Background: an optimization exercise with open tools, aiming at small area, a short achievable clock period and few clock cycles per item. Do not read the settings as production practice. Function was checked by simulation only, so behaviour that the tests miss may differ from the original. No driver is modelled on the clock port, so clock power and skew are understated where the tree is cut down; a real chip needs a root buffer or a tree. Power and IR drop assume default switching activity.

==> run a: inputs <==
==> flow/design.v <==
`timescale 1ns / 1ps
module Int2Ieee754
#
(
	parameter	inputDataLength	=	32
)
(
    input 	CLK,
    input 	RST,
    input	[inputDataLength-1:0] 		IntInput,
    input	inputCS,
	 output	reg 	[31:0] 		Data754,
    output 	reg					outputCS
    );
reg per_inputCS;
always @(posedge CLK or negedge RST) begin
	if (!RST)
		per_inputCS <= 1'b0;
	else
		per_inputCS <= inputCS;
end
wire start = inputCS & ~per_inputCS;
always @(*) outputCS = start;
wire [31:0] x = IntInput;
wire [7:0]  nzn;
genvar g;
generate for (g = 0; g < 8; g = g + 1) begin : nib
	assign nzn[g] = |x[4*g+3:4*g];
end endgenerate
wire [7:0] sel;
assign sel[7] = start & nzn[7];
generate for (g = 0; g < 7; g = g + 1) begin : one
	assign sel[g] = start & nzn[g] & ~|nzn[7:g+1];
end endgenerate
reg [31:0] c;
integer i;
always @(*) begin
	c = 32'd0;
	for (i = 0; i < 8; i = i + 1)
		c = c | ({32{sel[i]}} & (x << (28 - 4*i)));
end
wire [2:0] pi;
assign pi[2] = |nzn[7:4];
assign pi[1] = nzn[7] | nzn[6] | (~|nzn[5:4] & (nzn[3] | nzn[2]));
assign pi[0] = nzn[7] | (~nzn[6] & nzn[5]) | (~|nzn[6:4] & nzn[3]) | (~|nzn[6:2] & nzn[1]);
wire       hold = ~start;
reg [26:0] rc;    
reg [2:0]  rp;
always @(posedge CLK) begin
	rc <= c[31:5] | ({27{hold}} & rc);
	if (start)
		rp <= pi;
end
wire        t3 = rc[26], t2 = rc[25], t1 = rc[24], t0 = rc[23];
wire [2:0]  rpm1 = rp - 3'd1;
wire        rp0  = ~|rp;
wire        s3 = t3, s2 = ~t3 & t2, s1 = ~t3 & ~t2 & t1, s0 = ~t3 & ~t2 & ~t1;
wire [22:0] f = ({23{s3}} & rc[25:3]) | ({23{s2}} & rc[24:2]) |
                ({23{s1}} & rc[23:1]) | ({23{s0}} & rc[22:0]);
wire        u  = t3 | t2 | t1;
wire        z0 = s0 & t0;               
wire [7:0]  e  = {u | (z0 & ~rp0), {2{z0 & rp0}},
                  ({3{u}} & rp) | ({3{z0 & ~rp0}} & rpm1) | {3{z0 & rp0}},
                  s3 | z0, s2 | z0};
always @(*) Data754 = {1'b0, e, f};
endmodule
==> flow/flow/run.sh <==
#!/bin/bash
# The standard layout (standard.sh), with three changes:
#  - the port buffers are small buf_1 cells;
#  - synthesis maps the logic with flow/abc.script (an area-oriented ABC script)
#    instead of ORFS's abc_speed.script. Everything else in synthesis is
#    synth_recipe.tcl unchanged, so the registers are the standard synthesis's;
#  - the clock is distributed by flow/clock.tcl (a few clock buffers, each
#    driving the flip-flops near it) instead of TritonCTS's H-tree.
# Tool output goes to standard.log here and to the ORFS logs under orfs/logs.
set -e
here=$(pwd)
export BUFFER_PORTS_ARGS="-buffer_cell sky130_fd_sc_hd__buf_1"
export PRE_CTS_TCL=$here/flow/clock.tcl
{
  echo "proc abc {args} { set i [lsearch -exact \$args -script]; if {\$i >= 0} { lset args [expr {\$i + 1}] $here/flow/abc.script }; yosys abc {*}\$args }"
  cat synth_recipe.tcl
} > my_synth.tcl
sed "s#SYNTH_SCRIPT=[^ ]*#SYNTH_SCRIPT=$here/my_synth.tcl#" standard.sh > my_standard.sh
bash my_standard.sh > standard.log 2>&1
==> flow/flow/abc.script <==
strash
dc2
&get -n
&st
&dch
&nf -R 1000
&put
topo
==> flow/flow/clock.tcl <==
# Clock distribution for this small design, in place of TritonCTS's H-tree:
# the clock sinks are split into two halves by position, and each half is
# driven by one clock buffer at its centroid; the clock port drives the two
# buffers. One buffer level, no dummy loads.
proc my_clock_buffers { clk_port buf_master nparts } {
  set block [ord::get_db_block]
  set master [[ord::get_db] findMaster $buf_master]
  set clknet [$block findNet $clk_port]
  set sinks [list]
  foreach it [$clknet getITerms] {
    set loc [[$it getInst] getLocation]
    lappend sinks [list $it [lindex $loc 0] [lindex $loc 1]]
  }
  # split along the wider axis
  set xs [lmap s $sinks {lindex $s 1}]
  set ys [lmap s $sinks {lindex $s 2}]
  set dx [expr {[tcl::mathfunc::max {*}$xs] - [tcl::mathfunc::min {*}$xs]}]
  set dy [expr {[tcl::mathfunc::max {*}$ys] - [tcl::mathfunc::min {*}$ys]}]
  set key [expr {$dx >= $dy ? 1 : 2}]
  set sorted [lsort -integer -index $key $sinks]
  set n [llength $sorted]
  for {set p 0} {$p < $nparts} {incr p} {
    set lo [expr {($p * $n) / $nparts}]
    set hi [expr {(($p + 1) * $n) / $nparts - 1}]
    set part [lrange $sorted $lo $hi]
    set sx 0; set sy 0
    foreach s $part { set sx [expr {$sx + [lindex $s 1]}]; set sy [expr {$sy + [lindex $s 2]}] }
    set m [llength $part]
    set inst [odb::dbInst_create $block $master clkbuf_leaf_$p]
    set net [odb::dbNet_create $block clknet_leaf_$p]
    $net setSigType CLOCK
    foreach s $part { set it [lindex $s 0]; $it disconnect; $it connect $net }
    [$inst findITerm A] connect $clknet
    [$inst findITerm X] connect $net
    $inst setLocation [expr {$sx / $m}] [expr {$sy / $m}]
    $inst setPlacementStatus PLACED
    puts "clock buffer clkbuf_leaf_$p ($buf_master) drives $m sinks"
  }
  $clknet setSigType CLOCK
}

my_clock_buffers CLK sky130_fd_sc_hd__clkbuf_8 3

# The clock buffers are in place; the CTS step keeps its repair and placement
# legalisation, but builds no tree of its own.
proc clock_tree_synthesis { args } {
  puts "clock_tree_synthesis: clock buffers placed by flow/clock.tcl"
  set_propagated_clock [all_clocks]
}
==> flow/standard.sh <==
#!/bin/bash
# synth_recipe.tcl (not shown) runs the flow's synth.tcl, then flattens the netlist and writes it again
# the make line also repeats each setting of config.mk as NAME=value (left out here)
make -C /OpenROAD-flow-scripts/flow DESIGN_CONFIG=/design/flow/config.mk WORK_HOME=/design/flow/orfs CLKGATE_MAP_FILE= SYNTH_SCRIPT=/design/flow/synth_recipe.tcl "${@:-finish}"
==> flow/config.mk <==
export PLATFORM = sky130hd
export DESIGN_NAME = Int2Ieee754
export DESIGN_NICKNAME = Int2Ieee754
export VERILOG_FILES = /design/flow/design.v
export SDC_FILE = /design/flow/constraint.sdc
export NUM_CORES = 4
export LEC_CHECK = 0
export CAP_MARGIN = 20
export CORE_MARGIN = 2
export CORE_UTILIZATION = 30
export GPL_TIMING_DRIVEN = 0
export SETUP_SLACK_MARGIN = 1.6
export SLEW_MARGIN = 20
export TNS_END_PERCENT = 0
==> flow/constraint.sdc <==
create_clock -name core_clock -period 4.0 [get_ports {CLK}]
set_input_delay 0.8000 -clock core_clock [delete_from_list [all_inputs] [get_ports {CLK}]]
set_output_delay 0.8000 -clock core_clock [all_outputs]
set_load 0.01 [all_outputs]
==> inputs of run b, as changes to run a <==
==> flow/design.v, changed modules only <==
module Int2Ieee754
#
(
	parameter	inputDataLength	=	32
)
(
    input 	CLK,
    input 	RST,
    input	[inputDataLength-1:0] 		IntInput,
    input	inputCS,
	 output	reg 	[31:0] 		Data754,
    output 	reg					outputCS
    );
reg per_inputCS;
always @(posedge CLK or negedge RST) begin
	if (!RST)
		per_inputCS <= 1'b0;
	else
		per_inputCS <= inputCS;
end
wire start = inputCS & ~per_inputCS;
always @(*) outputCS = start;
wire [31:0] x  = IntInput;
wire        z4 = ~|x[31:16];
wire [31:0] s4 = z4 ? {x[15:0], 16'd0} : x;
wire        z3 = ~|s4[31:24];
wire [31:0] s3 = z3 ? {s4[23:0], 8'd0} : s4;
wire        z2 = ~|s3[31:28];
wire [31:0] s2 = z2 ? {s3[27:0], 4'd0} : s3;
wire        z1 = ~|s2[31:30];
wire [31:0] s1 = z1 ? {s2[29:0], 2'd0} : s2;
wire        z0 = ~s1[31];
wire [31:0] s0 = z0 ? {s1[30:0], 1'd0} : s1;
wire        nz = s0[31];
wire [4:0]  lzc = {z4, z3, z2, z1, z0};
wire [7:0]  e   = nz ? (8'd158 - {3'd0, lzc}) : 8'd0;
wire [30:0] res = {e, s0[30:8]};
reg [30:0] r;
always @(posedge CLK) begin
	if (start)
		r <= res;
end
always @(*) Data754 = {1'b0, r};
endmodule
==> flow/run.sh (new file) <==
#!/bin/bash
# synth_recipe.tcl (not shown) runs the flow's synth.tcl, then flattens the netlist and writes it again
# the make line also repeats each setting of config.mk as NAME=value (left out here)
make -C /OpenROAD-flow-scripts/flow DESIGN_CONFIG=/design/flow/config.mk WORK_HOME=/design/flow/orfs CLKGATE_MAP_FILE= SYNTH_SCRIPT=/design/flow/synth_recipe.tcl finish
CORE_UTILIZATION = 40   (was 30)
GPL_TIMING_DRIVEN = not set   (was 0)
SETUP_SLACK_MARGIN = not set   (was 1.6)
TNS_END_PERCENT = not set   (was 0)
removed: flow/flow/run.sh
removed: flow/flow/abc.script
removed: flow/flow/clock.tcl
removed: flow/standard.sh
==> comparison table <==
| item | run b | run a |
|---|---|---|
| R2R depth | 2 | 7 |
| Worst Setup Slack post-DPL | -0.06456 ns | 0.9476 ns |
| Switching Fraction | 0.2721 | 0.3863 |
| Floorplan die width | 88.60 um | 88.35 um |
| Detailed-routing wirelength on met1 | 3988 um | 3828 um |
| Global-route wire length before repair | 14470 um | 14690 um |
| Cell internal power dissipation | 749.9 uW | 576.1 uW |
| Critical path buffer and inverter count | 4 | 3 |
| Largest incremental delay on the critical path | 0.64 ns | 0.37 ns |
| Final standard cell area without fillers | 4215 um2 | 3079 um2 |
| Via-per-instance ratio | 5.661 | 6.537 |
| VDD IR-drop max | 0.1767 mV | 0.1131 mV |
| Fraction of final layout cells sized beyond drive strength 1 | 0.3158 | 0.1653 |
| Result of the run | timing/DRC/antenna clean | timing/DRC/antenna clean |
| PnR Total Power | 1030 uW | 938.7 uW |
| FFs w/ async S/R, synth | 0.03125 | 0.03226 |
| Combinational share of power | 0.313 | 0.380 |
Testbench counts of run a, summed over its fixed seeds: cycles 4,800, items 2,400.
Testbench counts of run b, summed over its fixed seeds: cycles 4,800, items 2,400.
In run a the design's own scripts or RTL, not TritonCTS, make the clock network.

## re-timing with driven ports
The flow's constraints put no driver on any port. The routed layouts listed below were extracted and timed again, unchanged, in two steps. Step 1 sets driving cells, clkbuf_16 on the clock port and buf_2 on the other inputs (assumed; they add their load-dependent delay and slew). Step 2 also shifts input and output timing later by t, the mid clock arrival at the registers, as if the neighbouring blocks saw the same clock. Three values: no drivers, after step 1, after step 2; two values: the first two.
| run | t (ns) | setup slack, ns | worst data-port slew with drivers (ns) |
|---|---|---|---|
| run a | 0.188 | 1.577 / 1.605 / 1.417 | 0.03 |
| run b | 0.312 | 0.217 / 0.216 / -0.097 | 0.04 |
With both steps, setup timing fails in run b, where it was met with ideal ports. The setup slack of run b, which loses most, moves by -0.001 ns with the drivers and by -0.314 ns with both steps.
